From an optimization exercise on the open Yosys and OpenROAD flow, aimed at small area, a short achievable clock period and few clock cycles per item; shortcuts taken in it are not production practice.
Where RTL was checked, it was by simulation tests only, not by an equivalence proof against the original.
No activity file was given, so power comes from the tool's default toggle rates.

Design ysyx_mulunit, start of the top module:
module ysyx_mulunit (
    input          clk,
    input          rst_n,
    input          mul_valid,
    input  [63:0]  alu_src1,
    input  [63:0]  alu_src2,
    input  [3:0]   mul_expand_signed,
    output [129:0] mul_res,
    output         sh_fnsh_flag
);
clock: 8.0 ns
lec_check: 0
cap_margin: 20
core_margin: 2
core_utilization: 50
setup_slack_margin: 4.5
slew_margin: 20
run.sh (not shown) runs the stock make flow with config.mk's settings and CLKGATE_MAP_FILE= SYNTH_SCRIPT=/design/flow/synth_recipe.tcl, a recipe that flattens the netlist after the stock synthesis.
Then changed:
--- a/flow/design.v
+++ b/flow/design.v
@@ -652,28 +652,35 @@
 wire t546 = (1'b1 & t397) | (1'b1 & t396) | (t397 & t396);
 wire t547 = 1'b1 ^ t399 ^ t398;
 wire t548 = (1'b1 & t399) | (1'b1 & t398) | (t399 & t398);
 wire [W-1:0] ns = {t547, t545, t543, t541, t539, t537, t535, t533, t531, t529, t527, t525, t523, t521, t519, t517, t515, t513, t511, t509, t507, t505, t503, t501, t499, t497, t495, t493, t491, t489, t487, t485, t483, t481, t479, t477, t475, t473, t471, t469, t467, t465, t463, t461, t459, t457, t455, t453, t451, t449, t447, t445, t443, t441, t439, t437, t435, t433, t431, t429, t427, t425, t423, t421, t419, t417, t415, t413, t411, t409, t407, t405, t403, neg1, r0[1], r0[0]};
 wire [W-1:0] nc = {t546, t544, t542, t540, t538, t536, t534, t532, t530, t528, t526, t524, t522, t520, t518, t516, t514, t512, t510, t508, t506, t504, t502, t500, t498, t496, t494, t492, t490, t488, t486, t484, t482, t480, t478, t476, t474, t472, t470, t468, t466, t464, t462, t460, t458, t456, t454, t452, t450, t448, t446, t444, t442, t440, t438, t436, t434, t432, t430, t428, t426, t424, t422, t420, t418, t416, t414, t412, t410, t408, t406, t404, t402, t401, 1'b0, neg0};
 wire [1:0] ncout = {t400, t548};
-wire [K+1:0] lowu = P[W-1:W-K] + C[W-1:W-K] + ncout[0] + ncout[1];
-wire [K+1:0] du   = lowu - 1'b1;
-wire uinc = ~du[K+1] & du[K];           
-wire udec = du[K+1];
+wire [K:0]   e    = P[W-1:W-K] + C[W-1:W-K];
+wire [K:0]   em1  = e - 1'b1;
+wire [K:0]   ep1  = e + 1'b1;
+wire [1:0]   nco  = {ncout[1] & ncout[0], ncout[1] ^ ncout[0]};    
+wire [K-1:0] dlow = nco[1] ? ep1[K-1:0] : nco[0] ? e[K-1:0] : em1[K-1:0];
+wire e0z  = (e == 0);
+wire e2k  = (e == (1 << K));
+wire e2km = (e == (1 << K) - 1);
+wire egt  = (e > (1 << K));
+wire udec = e0z & ~nco[0] & ~nco[1];
+wire uinc = egt | (e2k & (nco[0] | nco[1])) | (e2km & nco[1]);
 wire [127-W:0] ub = P[127:W];
 wire [127-W:0] all1, all0;
 assign all1[0] = 1'b1;
 assign all0[0] = 1'b1;
 genvar g;
 generate for (g = 1; g <= 127 - W; g = g + 1) begin : pa
     assign all1[g] = all1[g-1] & ub[g-1];
     assign all0[g] = all0[g-1] & ~ub[g-1];
 end endgenerate
 wire [127-W:0] ustep = {ub[127-W-K:0] ^ ((all1[127-W-K:0] & {(128-W-K){uinc}}) |
                                          (all0[127-W-K:0] & {(128-W-K){udec}})),
-                        du[K-1:0]};
+                        dlow};
 wire [W:0] rsum;
 wire ra_g0_0 = P[0] & C[0];
 wire ra_p0_0 = P[0] ^ C[0];
 wire ra_g0_1 = P[1] & C[1];
 wire ra_p0_1 = P[1] ^ C[1];
 wire ra_g0_2 = P[2] & C[2];
Effect:
- The changed run completed without violations
- register-to-register slack gets better by 0.44 ns
- via count came out higher by 0.76%
- worst setup slack gains 0.38 ns
- die area is higher by 1.3%
- global-route usage falls by 0.61 points
- cell count rose by 0.33%
- utilization decreases by 1.1 points
- clock skew fell by 0.0074 ns
- total power drops by 18%
- worst hold slack degrades by 0.014 ns
- synthesized cell count rose by 3.2%
- non-clock buffer count falls by 84
Testbench counts after the change, summed over its fixed seeds: cycles 30,552, muls 4,800.
Only the layout flow was run in the first run of this note; the RTL was not checked for function there.

========
Another version of the RTL of ysyx_mulunit (not shown whole).
Size in the first run: ~320 flip-flops, roughly 270 I/O pins, about 30000 µm² of cells after synthesis.
// ysyx_mulunit
module ysyx_mulunit (
    input          clk,
    input          rst_n,
    input          mul_valid,
    input  [63:0]  alu_src1,
    input  [63:0]  alu_src2,
    input  [3:0]   mul_expand_signed,
    output [129:0] mul_res,
    output         sh_fnsh_flag
);
mul u_mul (
    .clk(clk),
    .rst_n(rst_n),
    .mul_valid(mul_valid),
    .alu_src1(alu_src1),
    .alu_src2(alu_src2),
    .mul_expand_signed(mul_expand_signed),
    .mul_res(mul_res),
    .sh_fnsh_flag(sh_fnsh_flag)
);
endmodule
Settings: LEC_CHECK=0, CAP_MARGIN=20, CORE_MARGIN=2, CORE_UTILIZATION=50, SETUP_SLACK_MARGIN=4.5, SLEW_MARGIN=20; clock period 8.0 ns.
standard.sh (not shown) runs the stock make flow with config.mk's settings and CLKGATE_MAP_FILE= SYNTH_SCRIPT=/design/flow/synth_recipe.tcl, a recipe that flattens the netlist after the stock synthesis.
==> flow/flow/run.sh <==
#!/bin/bash
# Layout flow: the standard layout (standard.sh, which also runs the
# standard synthesis) with these settings changed:
#  - the port buffers start as buf_2 instead of the buffer the resizer picks;
#  - sizing may swap a cell for one of another footprint;
#  - clock tree synthesis inserts no dummy loads.
# make's output goes to make.log; each step's tool output is in orfs/logs/.
set -euo pipefail
bash standard.sh MATCH_CELL_FOOTPRINT=0 \
    "BUFFER_PORTS_ARGS=-buffer_cell sky130_fd_sc_hd__buf_2" \
    "CTS_ARGS=-sink_clustering_enable -repair_clock_nets -dont_use_dummy_load" \
    finish > make.log 2>&1
Next try:
--- a/flow/design.v
+++ b/flow/design.v
@@ -37,22 +37,22 @@
     end
 endfunction
 wire [NC-1:0] ta64 = therm(alu_src1, 7'd64), tb64 = therm(alu_src2, 7'd64);
 wire [NC-1:0] ta32 = therm(alu_src1, 7'd32), tb32 = therm(alu_src2, 7'd32);
 wire [NC-1:0] ta16 = therm(alu_src1, 7'd16), tb16 = therm(alu_src2, 7'd16);
 wire sw64 = |(tb64 & ~ta64);
 wire sw32 = |(tb32 & ~ta32);
 wire sw16 = |(tb16 & ~ta16);
+wire [NC-1:0] ta = e0 ? ta64 : e12 ? ta32 : e3 ? ta16 : {NC{1'b0}};
+wire [NC-1:0] tb = e0 ? tb64 : e12 ? tb32 : e3 ? tb16 : {NC{1'b0}};
 wire swap = e0 ? sw64 : e12 ? sw32 : e3 & sw16;
-wire [NC-1:0] tn = e0 ? ta64 & tb64 : e12 ? ta32 & tb32 : e3 ? ta16 & tb16 : {NC{1'b0}};
-wire [NC-1:0] ha = e0 ? ta64 & ~(ta64 >> 1) : e12 ? ta32 & ~(ta32 >> 1) :
-                   e3 ? ta16 & ~(ta16 >> 1) : {NC{1'b0}};
-wire [NC-1:0] hb = e0 ? tb64 & ~(tb64 >> 1) : e12 ? tb32 & ~(tb32 >> 1) :
-                   e3 ? tb16 & ~(tb16 >> 1) : {NC{1'b0}};
+wire [NC-1:0] tn = ta & tb;             
+wire [NC-1:0] ha = ta & ~(ta >> 1);     
+wire [NC-1:0] hb = tb & ~(tb >> 1);
 function [K:0] chunk;
     input [63:0] x;
     input integer g;
     integer j;
     begin
         for (j = 0; j <= K; j = j + 1)
             chunk[j] = (K*g - 1 + j >= 0 && K*g - 1 + j < 64) ? x[K*g - 1 + j] : 1'b0;
     end
What happened: The new run completed without violations. Cell area shrinks by 1.6%. Hold slack gets worse by 0.035 ns. Final cell count shrinks by about 1%. Global-route usage shrinks by 0.39 points. Utilization shrinks by 0.17 points. Combinational power shrinks by 68%. Clock-buffer cell count shrinks by 1.
Testbench counts after the change, summed over its fixed seeds: cycles 34,522, muls 4,800.
No functional check of the RTL was part of the first run of this note.

========
== rev 12 ==
Another version of the RTL of ysyx_mulunit (not shown whole).
For scale: roughly 320 flip-flops, about 270 I/O pins, about 0.028 mm² of cells after synthesis.
Design ysyx_mulunit, start of the top module:
module ysyx_mulunit (
    input          clk,
    input          rst_n,
    input          mul_valid,
    input  [63:0]  alu_src1,
    input  [63:0]  alu_src2,
    input  [3:0]   mul_expand_signed,
    output [129:0] mul_res,
    output         sh_fnsh_flag
);
mul u_mul (
    .clk(clk),
    .rst_n(rst_n),
    .mul_valid(mul_valid),
    .alu_src1(alu_src1),
    .alu_src2(alu_src2),
    .mul_expand_signed(mul_expand_signed),
    .mul_res(mul_res),
    .sh_fnsh_flag(sh_fnsh_flag)
);
endmodule
export LEC_CHECK = 0
export CAP_MARGIN = 20
export CORE_MARGIN = 2
export CORE_UTILIZATION = 50
export SETUP_SLACK_MARGIN = 4.5
export SLEW_MARGIN = 20
export SYNTH_HIERARCHICAL = 1
create_clock -name core_clock -period 8.0 [get_ports {clk}]
Scripts as last shown in full above: flow/flow/run.sh
Testbench counts of rev 12, summed over its fixed seeds: cycles 34,590, muls 4,800.
diff inputs: rev 12 => rev 13
--- a/flow/design.v
+++ b/flow/design.v
@@ -106,23 +106,28 @@
 wire sb32_2_6 = cb32_2 | sb32_1_5;
 wire sb32_2_7 = sb32_1_7 | sb32_1_5;
 wire sb32_3_4 = cb32_4 | sb32_2_3;
 wire sb32_3_5 = sb32_1_5 | sb32_2_3;
 wire sb32_3_6 = sb32_2_6 | sb32_2_3;
 wire sb32_3_7 = sb32_2_7 | sb32_2_3;
 wire sb32_4_8 = cb32_0 | sb32_3_7;
 wire [NC-1:0] tb32 = {cb32_8, sb32_1_1, sb32_2_2, sb32_2_3, sb32_3_4, sb32_3_5, sb32_3_6, sb32_3_7, sb32_4_8};
 wire sw64 = |(tb64 & ~ta64);
 wire sw32 = |(tb32 & ~ta32);
 wire swap = e0 ? sw64 : e123 & sw32;
-wire nz = e0 ? ta64[0] & tb64[0] : e123 & ta32[0] & tb32[0];
+wire nza64, nzb64, nza32, nzb32;
+nonzero64 nz_a64 (.x(alu_src1), .y(nza64));
+nonzero64 nz_b64 (.x(alu_src2), .y(nzb64));
+nonzero32 nz_a32 (.x(alu_src1[31:0]), .y(nza32));
+nonzero32 nz_b32 (.x(alu_src2[31:0]), .y(nzb32));
+wire nz = e0 ? nza64 & nzb64 : e123 & nza32 & nzb32;
 wire [NC-1:0] ha = e0 ? ta64 & ~(ta64 >> 1) : e123 ? ta32 & ~(ta32 >> 1) : {NC{1'b0}};
 wire [NC-1:0] hb = e0 ? tb64 & ~(tb64 >> 1) : e123 ? tb32 & ~(tb32 >> 1) : {NC{1'b0}};
 function [K:0] chunk;
     input [63:0] x;
     input integer g;
     integer j;
     begin
         for (j = 0; j <= K; j = j + 1)
             chunk[j] = (K*g - 1 + j >= 0 && K*g - 1 + j < 64) ? x[K*g - 1 + j] : 1'b0;
     end
 endfunction
@@ -1951,22 +1956,28 @@
 end
 assign mul_res = {2'b00, P};
 endmodule
 module csa_fa (input a, input b, input c, output s, output co);
 assign s  = a ^ b ^ c;
 assign co = (a & b) | (a & c) | (b & c);
 endmodule
 module csa_ha (input a, input b, output s, output co);
 assign s  = a ^ b;
 assign co = a & b;
 endmodule
+module nonzero64 (input [63:0] x, output y);
+assign y = |x;
+endmodule
+module nonzero32 (input [31:0] x, output y);
+assign y = |x;
+endmodule
 module ysyx_mulunit (
     input          clk,
     input          rst_n,
     input          mul_valid,
     input  [63:0]  alu_src1,
     input  [63:0]  alu_src2,
     input  [3:0]   mul_expand_signed,
     output [129:0] mul_res,
     output         sh_fnsh_flag
 );
 mul u_mul (
Notes after the runs:
Comparing rev 12 with rev 13, the sequential share of layout area came out essentially unchanged. Rev 12 -> rev 13: total of plain and repair buffers excluding clock buffers increased by a few percent. Looking at sequential share of power across rev 13 and rev 12, the one that comes out lower is rev 12. Against rev 12, first-iteration DRC count in rev 13 came out worse. Summary: final-layout worst hold slack, rev 13 better than rev 12. Comparing rev 12 against rev 13, there is no change at all in residual overflow from global routing. When rev 13 is measured against rev 12, its worst setup slack turns out 0.0065 ns higher. Looking at via total after detailed routing across rev 13 and rev 12, the one that comes out lower is rev 12. Comparing rev 12 with rev 13, the number of hold buffers added after CTS came out essentially unchanged. Rev 13 vs rev 12: share of total power in combinational logic down.
Function not checked in rev 13: the RTL went through the layout flow alone.

========
lane 1:
Another version of the RTL of ysyx_mulunit (not shown whole).
For scale: ~320 flip-flops, roughly 0.029 sq mm of cells after synthesis.
export LEC_CHECK = 0
export CAP_MARGIN = 20
export CORE_MARGIN = 2
export CORE_UTILIZATION = 50
export SETUP_SLACK_MARGIN = 4.5
export SLEW_MARGIN = 20
export SYNTH_HIERARCHICAL = 1
create_clock -name core_clock -period 8.0 [get_ports {clk}]
Scripts as last shown in full above: flow/flow/run.sh
Relative to lane 1, the following input files were edited for lane 2:
--- a/flow/design.v
+++ b/flow/design.v
@@ -2378,26 +2378,20 @@
 assign rsum[124] = ra_p0_124 ^ ra_G7_123;
 assign rsum[125] = ra_p0_125 ^ ra_G7_124;
 assign rsum[126] = ra_p0_126 ^ ra_G7_125;
 assign rsum[127] = ra_p0_127 ^ ra_G7_126;
 assign rsum[128] = ra_G7_127;
 wire sx = (f1 & rsum[31]) | (f3 & rsum[15]);
 wire [127:0] rres = {rsum[127:64],
                      f0 ? rsum[63:32] : {32{sx}},
                      f3 ? {16{rsum[15]}} : rsum[31:16],
                      rsum[15:0]};
-wire [127:0] pstep = {ustep, ns};
-wire [127:0] pnext;
-genvar gp;
-generate for (gp = 0; gp < 128; gp = gp + 1) begin : pm
-    pmux pmux_i (.s(busy), .r(res), .a(pstep[gp]), .b(rres[gp]), .y(pnext[gp]));
-end endgenerate
 always @(posedge clk or negedge rst_n) begin
     if (!rst_n) begin
         prep         <= 1'b0;
         busy         <= 1'b0;
         res          <= 1'b0;
         sh_fnsh_flag <= 1'b0;
     end else begin
         prep         <= idle & mul_valid & tn[0];
         busy         <= prep | (busy & ~last);
         res          <= busy & last;
@@ -2408,46 +2402,44 @@
     swp <= swap;
     hra <= ha;
     hrb <= hb;
     M   <= swp ? bm : am;
     f0  <= e0;
     f1  <= e1;
     f3  <= e3;
     f12 <= e0 | e12;
     fa  <= e0 | e12 | e3;
     q   <= qn;
-    P   <= pnext;
     if (busy) begin
         cnt <= cnt >> 1;
+        P   <= {ustep, ns};
         C   <= nc;
         dlp <= tdp;
         dlm <= tdm;
     end else begin
         cnt <= tn;
+        P   <= res ? rres : 128'd0;
         C   <= {W{1'b0}};
         dlp <= 1'b0;
         dlm <= 1'b0;
     end
 end
 assign mul_res = {2'b00, P};
 endmodule
 module csa_fa (input a, input b, input c, output s, output co);
 assign s  = a ^ b ^ c;
 assign co = (a & b) | (a & c) | (b & c);
 endmodule
 module csa_ha (input a, input b, output s, output co);
 assign s  = a ^ b;
 assign co = a & b;
 endmodule
-module pmux (input s, input r, input a, input b, output y);
-assign y = s ? a : (r & b);
-endmodule
 module ysyx_mulunit (
     input          clk,
     input          rst_n,
     input          mul_valid,
     input  [63:0]  alu_src1,
     input  [63:0]  alu_src2,
     input  [3:0]   mul_expand_signed,
     output [129:0] mul_res,
     output         sh_fnsh_flag
 );
### Flow results
- Clock network power consumption up about 3% in lane 2 wrt lane 1
- The routed wire length in lane 2 sits about 8% above the value recorded for lane 1.
- On average footprint of a synthesized cell, the lower figure sits with lane 1, not lane 2.
- Setup slack: lane 2 more than lane 1
- Summary of lane 2 over lane 1: fmax rose by 0.022 GHz, routed metal-1 wirelength rose about 2%, core utilization fell by 0.86 points, fraction of registers with async set/reset has remained practically unchanged, global-route congestion overflow total roughly the same.
- When lane 2 is set beside lane 1, its part of the power in the clock network turns out to be 7.6 points larger.
- Summary of the comparison: count of non-CTS inverters in the layout is lower in lane 2, relative to lane 1.
No functional check of the RTL was part of any run of this note.

========
== the baseline ==
ysyx_mulunit, a different RTL version from the one above (not shown whole).
Size: roughly 3400 cells after synthesis, roughly 270 I/O pins.
// ysyx_mulunit
module ysyx_mulunit (
    input          clk,
    input          rst_n,
    input          mul_valid,
    input  [63:0]  alu_src1,
    input  [63:0]  alu_src2,
    input  [3:0]   mul_expand_signed,
    output [129:0] mul_res,
    output         sh_fnsh_flag
);
Settings: LEC_CHECK=0, CAP_MARGIN=20, CORE_MARGIN=2, CORE_UTILIZATION=50, SETUP_SLACK_MARGIN=4.5, SLEW_MARGIN=20; clock period 8.0 ns.
==> flow/flow/run.sh <==
#!/bin/bash
# Layout flow: the standard layout (standard.sh, which also runs the
# standard synthesis) with two resizer settings changed: the port buffers start
# as buf_2 instead of the buffer the resizer picks, and sizing may swap a cell
# for one of another footprint. make's output goes to make.log; each step's
# tool output is in orfs/logs/.
set -euo pipefail
bash standard.sh MATCH_CELL_FOOTPRINT=0 \
    "BUFFER_PORTS_ARGS=-buffer_cell sky130_fd_sc_hd__buf_2" \
    finish > make.log 2>&1
Inputs modified between the baseline and the candidate:
--- a/flow/design.v
+++ b/flow/design.v
@@ -11,23 +11,20 @@
 localparam K  = 8;
 localparam NC = 9;
 localparam W  = 76;
 localparam QW = 12;
 wire [3:0] md = mul_expand_signed;
 wire e0  = (md == 4'd0);
 wire e1  = (md == 4'd1);
 wire e2  = (md == 4'd2);
 wire e3  = (md == 4'd3);
 wire e12 = e1 | e2;
-wire [63:0] mask = {{32{e0}}, {16{e0 | e12}}, {16{e0 | e12 | e3}}};
-wire [63:0] am = alu_src1 & mask;
-wire [63:0] bm = alu_src2 & mask;
 function [NC-1:0] therm;
     input [63:0] x;
     input [6:0]  w;
     reg   [NC-1:0] c;
     integer g, j;
     begin
         for (g = 0; g < NC; g = g + 1) begin
             c[g] = 1'b0;
             for (j = (g == 0 ? 0 : K*g - 1); j < K*g + K - 1; j = j + 1)
                 if (j < w && j < 64) c[g] = c[g] | x[j];
@@ -75,21 +72,24 @@
 reg              busy;      
 reg              res;       
 reg  [NC-1:0]    cnt;       
 reg  [NC-1:0]    hm;        
 reg              swp;
 reg  [127:0]     P;         
 reg  [W-1:0]     C;         
 reg              dlp, dlm;  
 reg  [63:0]      M;
 reg  [QW-1:0]    q;
-reg              f0, f1, f3;
+reg              f0, f1, f3, f12, fa;
+wire [63:0] mask = {{32{f0}}, {16{f12}}, {16{fa}}};
+wire [63:0] am = alu_src1 & mask;
+wire [63:0] bm = alu_src2 & mask;
 wire idle = ~prep & ~busy & ~res & ~sh_fnsh_flag;
 wire last = ~cnt[1];
 wire [NC-1:0] nxt = prep ? hm : (cnt >> 1) & ~(cnt >> 2);
 reg  [K:0] qna, qnb;
 integer i;
 always @(*) begin
     qna = {(K+1){1'b0}};
     qnb = {(K+1){1'b0}};
     for (i = 0; i < NC; i = i + 1) begin
         qna = qna | (chunk(am, i) & {(K+1){nxt[i]}});
@@ -1988,20 +1988,22 @@
         sh_fnsh_flag <= res | (idle & mul_valid & ~tn[0]);
     end
 end
 always @(posedge clk) begin
     swp <= swap;
     hm  <= swap ? ha : hb;
     M   <= swp ? bm : am;
     f0  <= e0;
     f1  <= e1;
     f3  <= e3;
+    f12 <= e0 | e12;
+    fa  <= e0 | e12 | e3;
     q   <= qn;
     if (busy) begin
         cnt <= cnt >> 1;
         P   <= {ustep, ns};
         C   <= nc;
         dlp <= tdp;
         dlm <= tdm;
     end else begin
         cnt <= tn;
         P   <= res ? rres : 128'd0;
--- outcome ---
The candidate completed end to end with timing, DRC and antenna clean. The run showing the greater cell-internal power is the baseline. Placed cell count: the candidate vs the baseline down about 0.33%. The candidate ends up with a total leakage power that is 3.3% higher than in the baseline. Of the baseline and the candidate, the run reporting the higher global-route wire length before repair was the baseline. Delta (the candidate minus the baseline): number of buffers and inverters on the critical path went up by 2, highest net fanout along the worst path went down by 2, last weighted congestion value of the routability-driven placer went down by 0.029. Comparing the baseline with the candidate, the sequential portion of the cell area came out essentially unchanged. Side by side, fmax turned out lower in the candidate than in the baseline.
No run of this note included a check of the RTL's function; only the layout flow was run.

re-timing with driven ports:
In the flow no input, the clock included, has a driving cell. The finished layouts below were timed again as built, in two steps.
Step 1 (the two cells are an assumption about what drives the block):
set clk [get_ports {clk}]
set_driving_cell -lib_cell sky130_fd_sc_hd__clkbuf_16 $clk
set_driving_cell -lib_cell sky130_fd_sc_hd__buf_2 [delete_from_list [all_inputs] $clk]
Step 2 moves the port delays by t, midway between the first and last clock arrival at a register: inputs arrive t later, outputs are due t later. That takes back most of the time a late clock gives input paths.
Slacks: ideal ports / drivers / drivers and shift; pairs: ideal ports / drivers.
run	t, ns	setup WS [ns]	worst hold slack (ns)	pins driven straight from the clock port
the first run of note 1	0.642	3.762 / 3.762 / 3.395	0.472 / 0.472 / 0.472	1
the second run of note 1	0.653	4.146 / 4.169 / 3.516	0.458 / 0.458 / 0.458	1
the first run of note 2	0.634	4.287 / 4.287 / 3.880	0.498 / 0.498 / 0.498	1
the second run of note 2	0.621	4.351 / 4.351 / 3.924	0.464 / 0.464 / 0.464	1
rev 12	0.611	4.572 / 4.572 / 4.038	0.419 / 0.419 / 0.419	1
rev 13	0.623	4.579 / 4.579 / 4.058	0.444 / 0.444 / 0.444	1
lane 1	0.619	4.191 / 4.191 / 3.939	0.460 / 0.460 / 0.460	1
lane 2	0.625	4.482 / 4.482 / 4.005	0.435 / 0.435 / 0.435	1
the baseline	0.644	4.449 / 4.449 / 3.925	0.464 / 0.464 / 0.464	1
the candidate	0.631	4.224 / 4.253 / 3.622	0.411 / 0.411 / 0.411	1
After both steps every run listed still meets setup and hold. For the second run of note 1, which loses most, drivers alone change the setup slack by +0.023 ns; drivers and shift together by -0.630 ns.
